This design comes from an exercise in tuning for small area and a short achievable clock period on the open sky130 flow, not from production work.
Where RTL was checked, it was by simulation tests only, not by an equivalence proof against the original.
No activity file was given, so power comes from the tool's default toggle rates.

## ARMSIM
module ARMSIM(
	input CLOCK_50, rst, fu_EN,
	output[31:0] imem_addr,
	input[31:0] imem_data,
	output dmem_r_en, dmem_w_en,
	output[31:0] dmem_addr, dmem_wdata,
	input[31:0] dmem_rdata,
	output wb_en,
	output[3:0] wb_dest,
	output[31:0] wb_data
);
==> flow/config.mk <==
export PLATFORM = sky130hd
export DESIGN_NAME = ARMSIM
export DESIGN_NICKNAME = ARMSIM
export VERILOG_FILES = /design/flow/design.v
export SDC_FILE = /design/flow/constraint.sdc
export NUM_CORES = 4
export LEC_CHECK = 0
export ABC_AREA = 1
export CAP_MARGIN = 65
export CORE_MARGIN = 2
export CORE_UTILIZATION = 50
export CTS_CLUSTER_DIAMETER = 80
export CTS_CLUSTER_SIZE = 24
export PLACE_DENSITY = 0.72
export SETUP_SLACK_MARGIN = 0.5
export SLEW_MARGIN = 65
==> flow/constraint.sdc <==
create_clock -name core_clock -period 25.0 [get_ports {CLOCK_50}]
set_input_delay 5.0000 -clock core_clock [delete_from_list [all_inputs] [get_ports {CLOCK_50}]]
set_output_delay 5.0000 -clock core_clock [all_outputs]
set_load 0.01 [all_outputs]
standard.sh (not shown) runs the stock make flow with config.mk's settings and CLKGATE_MAP_FILE= SYNTH_SCRIPT=/design/flow/synth_recipe.tcl, a recipe that flattens the netlist after the stock synthesis.
==> flow/flow/run.sh <==
#!/bin/bash
# The standard layout with two changes after the standard synthesis:
# the ports get plain buffers (buf_2), and the delay cells are kept out of
# the buffering that placement and repair do (they are slow buffers).
set -euo pipefail
bash standard.sh synth > synth.log 2>&1
export BUFFER_PORTS_ARGS="-buffer_cell sky130_fd_sc_hd__buf_2"
export DONT_USE_CELLS="sky130_fd_sc_hd__clkdlybuf4s15_1 sky130_fd_sc_hd__clkdlybuf4s15_2 sky130_fd_sc_hd__clkdlybuf4s18_1 sky130_fd_sc_hd__clkdlybuf4s18_2 sky130_fd_sc_hd__clkdlybuf4s25_1 sky130_fd_sc_hd__clkdlybuf4s25_2 sky130_fd_sc_hd__clkdlybuf4s50_1 sky130_fd_sc_hd__clkdlybuf4s50_2 sky130_fd_sc_hd__dlygate4sd1_1 sky130_fd_sc_hd__dlygate4sd2_1 sky130_fd_sc_hd__dlygate4sd3_1 sky130_fd_sc_hd__dlymetal6s2s_1 sky130_fd_sc_hd__dlymetal6s4s_1 sky130_fd_sc_hd__dlymetal6s6s_1"
bash standard.sh > layout.log 2>&1
Rerun with:
--- a/flow/design.v
+++ b/flow/design.v
@@ -42,13 +42,13 @@
 	reg x_wb, x_mr, x_mw, x_br, x_s;    
 	reg x_nh;                   
 	reg [3:0] x_cond, x_dest;
 	reg [31:0] x_a;             
 	reg [31:0] x_bv;            
 	reg [11:0] x_so;            
-	reg [4:0] x_rot, x_rot2;    
+	reg [4:0] x_rot;            
 	reg x_lsl, x_t11;           
 	reg x_los;
 	reg x_inv, x_cinc, x_cin1;
 	reg x_sum, x_and, x_or, x_xor, x_mov;   
 	reg x_fa_mem, x_fb_mem, x_fa_wb, x_fb_wb;
 	reg m_wb, m_mr, m_mw, m_sel;
@@ -64,23 +64,13 @@
 	wire e_mr = x_mr & x_ok;
 	wire e_mw = x_mw & x_ok;
 	wire e_br = x_br & x_ok;
 	wire e_s  = x_s & x_ok;
 	wire [31:0] opa = x_a | ({32{x_fa_wb}} & w_val) | ({32{x_fa_mem}} & m_alu);
 	wire [31:0] opb = x_bv | ({32{x_fb_wb}} & w_val) | ({32{x_fb_mem}} & m_alu);
-	reg [31:0] rot2, rt;
-	integer st, kk;
-	always @(*) begin
-		rot2 = opb;
-		for (st = 0; st < 5; st = st + 1) begin
-			rt = rot2;
-			for (kk = 0; kk < 32; kk = kk + 1)
-				if (kk < 16 ? x_rot[st] : x_rot2[st])
-					rot2[kk] = rt[(kk + (1 << st)) % 32];
-		end
-	end
+	wire [63:0] rot2 = {opb, opb} >> x_rot;
 	wire [4:0] sh_n = x_so[11:7];
 	reg [31:0] keep;
 	integer k;
 	always @(*) begin
 		for (k = 0; k < 32; k = k + 1)
 			keep[k] = x_t11 | (x_lsl ? (k >= sh_n) : (k + sh_n < 32));
@@ -214,13 +204,12 @@
 		x_cond <= ins[31:28];
 		x_dest <= ins[15:12];
 		x_a <= a_n;
 		x_bv <= b_n;
 		x_so <= d_so;
 		x_rot <= d_rot;
-		x_rot2 <= is_ls ? 5'd0 : d_rot;
 		x_lsl <= (d_so[6:5] == 2'b00);
 		x_t11 <= (d_so[6:5] == 2'b11);
 		x_los <= is_ls;
 		{x_inv, x_cinc, x_cin1} <= {d_inv, d_cinc, d_cin1};
 		{x_sum, x_and, x_or, x_xor, x_mov} <= {d_sum, d_and, d_or, d_xor, d_mov};
 		{x_fa_mem, x_fb_mem} <= {fa_mem_n, fb_mem_n};
Outcome: Register-to-register slack gets worse by 0.76 ns. Worst setup slack loses 0.60 ns. Routed wire length is lower by a few percent. Cell area is lower slightly. Via count shrinks slightly. Power drops by roughly a tenth. Sequential power is lower by a few percent. Clock-buffer cell count fell by 4. Utilization decreases by 0.71 points. Clock power climbs slightly. Cell count drops by a few percent. Die area decreases slightly.

========
== the previous run ==
The RTL this note starts from:
==> flow/design.v <==
module ARMSIM(
	input CLOCK_50, rst, fu_EN,
	output[31:0] imem_addr,
	input[31:0] imem_data,
	output dmem_r_en, dmem_w_en,
	output[31:0] dmem_addr, dmem_wdata,
	input[31:0] dmem_rdata,
	output wb_en,
	output[3:0] wb_dest,
	output[31:0] wb_data
);
	wire clk = CLOCK_50;
	function cond_ok;
		input [3:0] c;
		input [3:0] f;  
		begin
			case (c)
				4'b0000: cond_ok = f[2];
				4'b0001: cond_ok = ~f[2];
				4'b0010: cond_ok = f[1];
				4'b0011: cond_ok = ~f[1];
				4'b0100: cond_ok = f[3];
				4'b0101: cond_ok = ~f[3];
				4'b0110: cond_ok = f[0];
				4'b0111: cond_ok = ~f[0];
				4'b1000: cond_ok = f[1] & ~f[2];
				4'b1001: cond_ok = ~f[1] & f[2];
				4'b1010: cond_ok = f[3] == f[0];
				4'b1011: cond_ok = f[3] != f[0];
				4'b1100: cond_ok = ~f[2] & (f[3] == f[0]);
				4'b1101: cond_ok = ~f[2] | (f[3] != f[0]);
				default: cond_ok = 1'b1;
			endcase
		end
	endfunction
	reg [31:0] pc;
	reg [31:0] f_ins;           
	reg [31:0] f_prev;          
	reg f_stall;                
	reg fu_r;                   
	reg [3:0] sr;               
	reg x_wb, x_mr, x_mw, x_br, x_s;    
	reg x_nh;                   
	reg [3:0] x_cond, x_dest;
	reg [31:0] x_a;             
	reg [31:0] x_bv;            
	reg [11:0] x_so;            
	reg [4:0] x_rot;            
	reg x_lsl, x_t11;           
	reg x_los;
	reg x_inv, x_cinc, x_cin1;
	reg x_sum, x_and, x_or, x_xor, x_mov;   
	reg x_fa_mem, x_fb_mem, x_fa_wb, x_fb_wb;
	reg m_wb, m_mr, m_mw, m_sel;
	reg [3:0] m_dest;
	reg [31:0] m_alu, m_st;
	reg w_wb;
	reg [3:0] w_dest;
	reg [31:0] w_val;
	reg [31:0] rf [0:15];
	reg [15:0] rv;              
	wire x_ok = cond_ok(x_cond, sr) & x_nh;
	wire e_wb = x_wb & x_ok;
	wire e_mr = x_mr & x_ok;
	wire e_mw = x_mw & x_ok;
	wire e_br = x_br & x_ok;
	wire e_s  = x_s & x_ok;
	wire [31:0] opa = x_fa_wb ? w_val : x_fa_mem ? m_alu : x_a;
	wire [31:0] opb = x_fb_wb ? w_val : x_fb_mem ? m_alu : x_bv;
	wire [63:0] rot2 = {opb, opb} >> x_rot;
	wire [4:0] sh_n = x_so[11:7];
	reg [31:0] keep;
	integer k;
	always @(*) begin
		for (k = 0; k < 32; k = k + 1)
			keep[k] = x_t11 | (x_lsl ? (k >= sh_n) : (k + sh_n < 32));
	end
	wire [31:0] shv = {x_t11 ? opb[0] : rot2[31], rot2[30:0]} & keep;
	wire [31:0] val2 = x_los ? {20'b0, x_so} : shv;
	wire [31:0] b2 = x_inv ? ~val2 : val2;
	wire cin = x_cin1 | (x_cinc & sr[1]);
	wire [31:0] pg = opa ^ b2;
	wire [31:0] g0 = opa & b2;
	reg [31:0] gg, pp;
	reg [32:0] c;
	integer l, j;
	always @(*) begin
		gg = g0;
		pp = pg;
		for (l = 0; l < 5; l = l + 1)
			for (j = 0; j < 32; j = j + 1)
				if (j & (1 << l)) begin
					gg[j] = gg[j] | (pp[j] & gg[((j >> l) << l) - 1]);
					pp[j] = pp[j] & pp[((j >> l) << l) - 1];
				end
		c = {gg | (pp & {32{cin}}), cin};
	end
	wire [31:0] sum = pg ^ c[31:0];
	wire [31:0] lres = ({32{x_and}} & g0) | ({32{x_or}} & (g0 | pg))
	                 | ({32{x_xor}} & pg) | ({32{x_mov}} & b2);
	wire [31:0] alu = ({32{x_sum}} & sum) | lres;
	wire z_sum = &(~(pg ^ {opa[30:0] | b2[30:0], cin}));
	wire f_z = x_sum ? z_sum : (lres == 32'b0);
	wire f_c = x_sum & (c[32] ^ x_inv);
	wire f_v = x_sum & (c[32] ^ c[31]);
	wire [3:0] flags = {alu[31], f_z, f_c, f_v};
	wire [31:0] ins = f_stall ? f_prev : f_ins;
	wire [1:0] mode = ins[27:26];
	wire [3:0] op = ins[24:21];
	wire i_s = ins[20];
	wire i_imm = ins[25];
	wire [3:0] src1 = ins[19:16];
	wire is_ls = (op == 4'b0100) && (mode == 2'b01);
	wire [3:0] src2 = is_ls ? ins[15:12] : (!i_imm && !ins[4]) ? ins[3:0] : 4'b0;
	wire dp = (mode == 2'b00);
	reg d_wbop;
	always @(*) begin
		case (op)
			4'b1101, 4'b1111, 4'b0100, 4'b0101, 4'b0010, 4'b0110,
			4'b0000, 4'b1100, 4'b0001: d_wbop = 1'b1;
			default: d_wbop = 1'b0;
		endcase
	end
	wire d_wb = (dp & d_wbop) | (is_ls & i_s);
	wire d_mr = is_ls & i_s;
	wire d_mw = is_ls & ~i_s;
	wire d_br = (mode == 2'b10) && (op == 4'b0111);
	wire d_s  = dp & i_s;
	reg d_inv, d_cinc, d_cin1, d_sum, d_and, d_or, d_xor, d_mov;
	always @(*) begin
		{d_inv, d_cinc, d_cin1, d_sum, d_and, d_or, d_xor, d_mov} = 8'b0;
		if (dp) begin
			case (op)
				4'b1101: d_mov = 1'b1;                                 
				4'b1111: begin d_mov = 1'b1; d_inv = 1'b1; end         
				4'b0100: d_sum = 1'b1;                                 
				4'b0101: begin d_sum = 1'b1; d_cinc = 1'b1; end        
				4'b0010, 4'b1010: begin d_sum = 1'b1; d_inv = 1'b1; d_cin1 = 1'b1; end  
				4'b0110: begin d_sum = 1'b1; d_inv = 1'b1; d_cinc = 1'b1; end  
				4'b1100: d_or = 1'b1;                                  
				4'b0001: d_xor = 1'b1;                                 
				default: d_and = 1'b1;                                 
			endcase
		end else begin
			d_sum = 1'b1;  
		end
	end
	wire d_immdp = i_imm & ~is_ls & ~d_br;
	wire [63:0] rimm = {24'b0, ins[7:0], 24'b0, ins[7:0]} >> {ins[11:8], 1'b0};
	wire d_sh0 = d_br | d_immdp;      
	wire [11:0] d_so = (d_sh0 & ~is_ls) ? 12'b0 : ins[11:0];
	wire [4:0] d_rot = (d_so[6:5] == 2'b00) ? 5'd0 - d_so[11:7] :
	                   (d_so[6:5] == 2'b11) ? 5'd0 : d_so[11:7];
	wire [31:0] wbv_n = m_sel ? dmem_rdata : m_alu;
	wire use_b = ~d_sh0 | is_ls;
	wire fa_wb_n  = fu_r & ~d_br & m_wb & (m_dest == src1);
	wire fa_mem_n = fu_r & ~d_br & e_wb & (x_dest == src1) & ~fa_wb_n;
	wire fb_wb_n  = fu_r & use_b & m_wb & (m_dest == src2);
	wire fb_mem_n = fu_r & use_b & e_wb & (x_dest == src2) & ~fb_wb_n;
	wire [15:0] dec1 = 16'b1 << src1;
	wire [15:0] dec2 = 16'b1 << src2;
	wire a_rf = ~d_br;
	wire b_rf = use_b;
	reg [31:0] a_n, b_n;
	integer r;
	always @(*) begin
		a_n = ({32{d_br}} & pc)
		    | ({32{a_rf & ~|(dec1 & rv)}} & {28'b0, src1});
		b_n = ({32{d_br}} & {{8{ins[23]}}, ins[23:0]})
		    | ({32{d_immdp}} & rimm[31:0])
		    | ({32{b_rf & ~|(dec2 & rv)}} & {28'b0, src2});
		for (r = 0; r < 16; r = r + 1) begin
			a_n = a_n | ({32{a_rf & dec1[r] & rv[r]}} & rf[r]);
			b_n = b_n | ({32{b_rf & dec2[r] & rv[r]}} & rf[r]);
		end
	end
	wire ex1 = (x_dest == src1), ex2 = (x_dest == src2);
	wire me1 = (m_dest == src1), me2 = (m_dest == src2);
	wire haz_early = fu_r ? (e_mr & (ex1 | ex2))
	                      : ((e_wb & (ex1 | (~i_imm & ex2))) | (m_wb & (me1 | (~i_imm & me2))));
	wire haz_k = ~fu_r & i_imm & d_mw & ((e_wb & ex2) | (m_wb & me2));
	wire haz_e = haz_early | (haz_k & ~e_s & cond_ok(ins[31:28], sr));
	wire haz_l = haz_k & e_s & cond_ok(ins[31:28], flags);
	wire hazard = haz_e | haz_l;
	wire [31:0] pc_h = haz_e ? pc : e_br ? sum : pc + 32'd1;
	always @(posedge clk) begin
		fu_r <= fu_EN;
		if (rst)
			pc <= 32'b0;
		else
			pc <= haz_l ? pc : pc_h;
		f_ins <= (rst || e_br) ? 32'b0 : imem_data;
		f_prev <= ins;
		f_stall <= ~rst & hazard;
		if (rst)
			sr <= 4'b0;
		else if (e_s)
			sr <= flags;
		if (rst || e_br)
			{x_wb, x_mr, x_mw, x_br, x_s} <= 5'b0;
		else
			{x_wb, x_mr, x_mw, x_br, x_s} <= {d_wb, d_mr, d_mw, d_br, d_s};
		x_nh <= ~hazard;
		x_cond <= ins[31:28];
		x_dest <= ins[15:12];
		x_a <= a_n;
		x_bv <= b_n;
		x_so <= d_so;
		x_rot <= d_rot;
		x_lsl <= (d_so[6:5] == 2'b00);
		x_t11 <= (d_so[6:5] == 2'b11);
		x_los <= is_ls;
		{x_inv, x_cinc, x_cin1} <= {d_inv, d_cinc, d_cin1};
		{x_sum, x_and, x_or, x_xor, x_mov} <= {d_sum, d_and, d_or, d_xor, d_mov};
		{x_fa_mem, x_fb_mem} <= {fa_mem_n, fb_mem_n};
		{x_fa_wb, x_fb_wb} <= {fa_wb_n, fb_wb_n};
		if (rst)
			{m_wb, m_mr, m_mw} <= 3'b0;
		else
			{m_wb, m_mr, m_mw} <= {e_wb, e_mr, e_mw};
		m_sel <= x_mr;
		m_dest <= x_dest;
		m_alu <= alu;
		m_st <= opb;
		if (rst)
			rv <= 16'b0;
		else if (m_wb)
			rv[m_dest] <= 1'b1;
		if (m_wb)
			rf[m_dest] <= wbv_n;
		w_wb <= rst ? 1'b0 : m_wb;
		w_dest <= m_dest;
		w_val <= wbv_n;
	end
	assign imem_addr = pc;
	assign dmem_r_en = m_mr;
	assign dmem_w_en = m_mw;
	assign dmem_addr = m_alu;
	assign dmem_wdata = m_st;
	assign wb_en = w_wb;
	assign wb_dest = w_dest;
	assign wb_data = w_val;
endmodule
==> flow/config.mk <==
export PLATFORM = sky130hd
export DESIGN_NAME = ARMSIM
export DESIGN_NICKNAME = ARMSIM
export VERILOG_FILES = /design/flow/design.v
export SDC_FILE = /design/flow/constraint.sdc
export NUM_CORES = 4
export LEC_CHECK = 0
export ABC_AREA = 1
export CAP_MARGIN = 75
export CORE_MARGIN = 2
export CORE_UTILIZATION = 40
export SETUP_SLACK_MARGIN = 0.5
export SLEW_MARGIN = 75
==> flow/constraint.sdc <==
create_clock -name core_clock -period 25.0 [get_ports {CLOCK_50}]
set_input_delay 5.0000 -clock core_clock [delete_from_list [all_inputs] [get_ports {CLOCK_50}]]
set_output_delay 5.0000 -clock core_clock [all_outputs]
set_load 0.01 [all_outputs]
Scripts as last shown in full above: flow/flow/run.sh
The previous run completed end to end with timing, DRC and antenna clean.
> inputs changed (the previous run -> the current run)
--- a/flow/design.v
+++ b/flow/design.v
@@ -51,5 +51,5 @@
 	reg x_inv, x_cinc, x_cin1;
 	reg x_sum, x_and, x_or, x_xor, x_mov;   
-	reg x_fa_mem, x_fb_mem, x_fa_wb, x_fb_wb;
+	reg x_fa_mem, x_fb_mem, x_fa_ld, x_fb_ld;
 	reg m_wb, m_mr, m_mw, m_sel;
 	reg [3:0] m_dest;
@@ -66,6 +66,6 @@
 	wire e_br = x_br & x_ok;
 	wire e_s  = x_s & x_ok;
-	wire [31:0] opa = x_fa_wb ? w_val : x_fa_mem ? m_alu : x_a;
-	wire [31:0] opb = x_fb_wb ? w_val : x_fb_mem ? m_alu : x_bv;
+	wire [31:0] opa = x_fa_ld ? w_val : x_fa_mem ? m_alu : x_a;
+	wire [31:0] opb = x_fb_ld ? w_val : x_fb_mem ? m_alu : x_bv;
 	wire [63:0] rot2 = {opb, opb} >> x_rot;
 	wire [4:0] sh_n = x_so[11:7];
@@ -160,13 +160,15 @@
 	wire [15:0] dec1 = 16'b1 << src1;
 	wire [15:0] dec2 = 16'b1 << src2;
-	wire a_rf = ~d_br;
-	wire b_rf = use_b;
+	wire a_rf = ~d_br & ~fa_wb_n;
+	wire b_rf = use_b & ~fb_wb_n;
 	reg [31:0] a_n, b_n;
 	integer r;
 	always @(*) begin
 		a_n = ({32{d_br}} & pc)
+		    | ({32{fa_wb_n & ~m_sel}} & m_alu)
 		    | ({32{a_rf & ~|(dec1 & rv)}} & {28'b0, src1});
 		b_n = ({32{d_br}} & {{8{ins[23]}}, ins[23:0]})
 		    | ({32{d_immdp}} & rimm[31:0])
+		    | ({32{fb_wb_n & ~m_sel}} & m_alu)
 		    | ({32{b_rf & ~|(dec2 & rv)}} & {28'b0, src2});
 		for (r = 0; r < 16; r = r + 1) begin
@@ -175,4 +177,5 @@
 		end
 	end
+	wire d_ok_late = cond_ok(ins[31:28], e_s ? flags : sr);
 	wire ex1 = (x_dest == src1), ex2 = (x_dest == src2);
 	wire me1 = (m_dest == src1), me2 = (m_dest == src2);
@@ -180,14 +183,11 @@
 	                      : ((e_wb & (ex1 | (~i_imm & ex2))) | (m_wb & (me1 | (~i_imm & me2))));
 	wire haz_k = ~fu_r & i_imm & d_mw & ((e_wb & ex2) | (m_wb & me2));
-	wire haz_e = haz_early | (haz_k & ~e_s & cond_ok(ins[31:28], sr));
-	wire haz_l = haz_k & e_s & cond_ok(ins[31:28], flags);
-	wire hazard = haz_e | haz_l;
-	wire [31:0] pc_h = haz_e ? pc : e_br ? sum : pc + 32'd1;
+	wire hazard = haz_early | (haz_k & d_ok_late);
 	always @(posedge clk) begin
 		fu_r <= fu_EN;
 		if (rst)
 			pc <= 32'b0;
-		else
-			pc <= haz_l ? pc : pc_h;
+		else if (!hazard)
+			pc <= e_br ? sum : pc + 32'd1;
 		f_ins <= (rst || e_br) ? 32'b0 : imem_data;
 		f_prev <= ins;
@@ -214,5 +214,5 @@
 		{x_sum, x_and, x_or, x_xor, x_mov} <= {d_sum, d_and, d_or, d_xor, d_mov};
 		{x_fa_mem, x_fb_mem} <= {fa_mem_n, fb_mem_n};
-		{x_fa_wb, x_fb_wb} <= {fa_wb_n, fb_wb_n};
+		{x_fa_ld, x_fb_ld} <= {fa_wb_n & m_sel, fb_wb_n & m_sel};
 		if (rst)
 			{m_wb, m_mr, m_mw} <= 3'b0;
[summary]
The worst-case headroom to the max-slew limit number comes out lower for the current run vs the previous run. Of the current run and the previous run, the previous run shows the lower x dimension of the die, with the current run above it. Sequential share of layout area delta for the current run relative to the previous run: 0.15 points higher. Placement-stage worst setup slack deteriorates in the current run relative to the previous run. Per the comparison of the current run with the previous run, area taken by flip-flops and latches comparable; part of the power in the clock network went up 2.3 points; wire length per cell after detailed routing now larger; total power -about 7%. The current run: PASS, flow complete, no timing, DRC or antenna violations. Compared with the previous run, in the current run number of inverters outside the clock class in the layout fell 7.4%, switching share of power fell 1.3 points, number of clock buffers in the layout fell 10.
Only the layout flow was run in the current run; the RTL was not checked for function there.

## static timing again, ports no longer ideal
The results above use ideal ports. As a check the final layouts listed here were re-extracted and re-timed, cells and wires unchanged. Step 1: set_driving_cell puts a clkbuf_16 on CLOCK_50 and a buf_2 on each other input, an assumption about the parent block. Step 2, shift: input delay + t, output delay - t, t = (earliest + latest rising clock arrival at the registers) / 2. This alone moves slack from input paths to output paths. a / b / c = ideal / step 1 / step 2; a / b = the first two.
run	shift t [ns]	setup slack, ns	cell pins on the clock port's net
the first run of note 1	0.727	18.455 / 18.389 / 18.606	1
the second run of note 1	0.728	17.854 / 17.854 / 17.854	1
the previous run	0.750	18.535 / 18.466 / 18.572	1
the current run	0.770	18.279 / 18.279 / 18.279	1
After both steps every run listed still meets setup and hold.
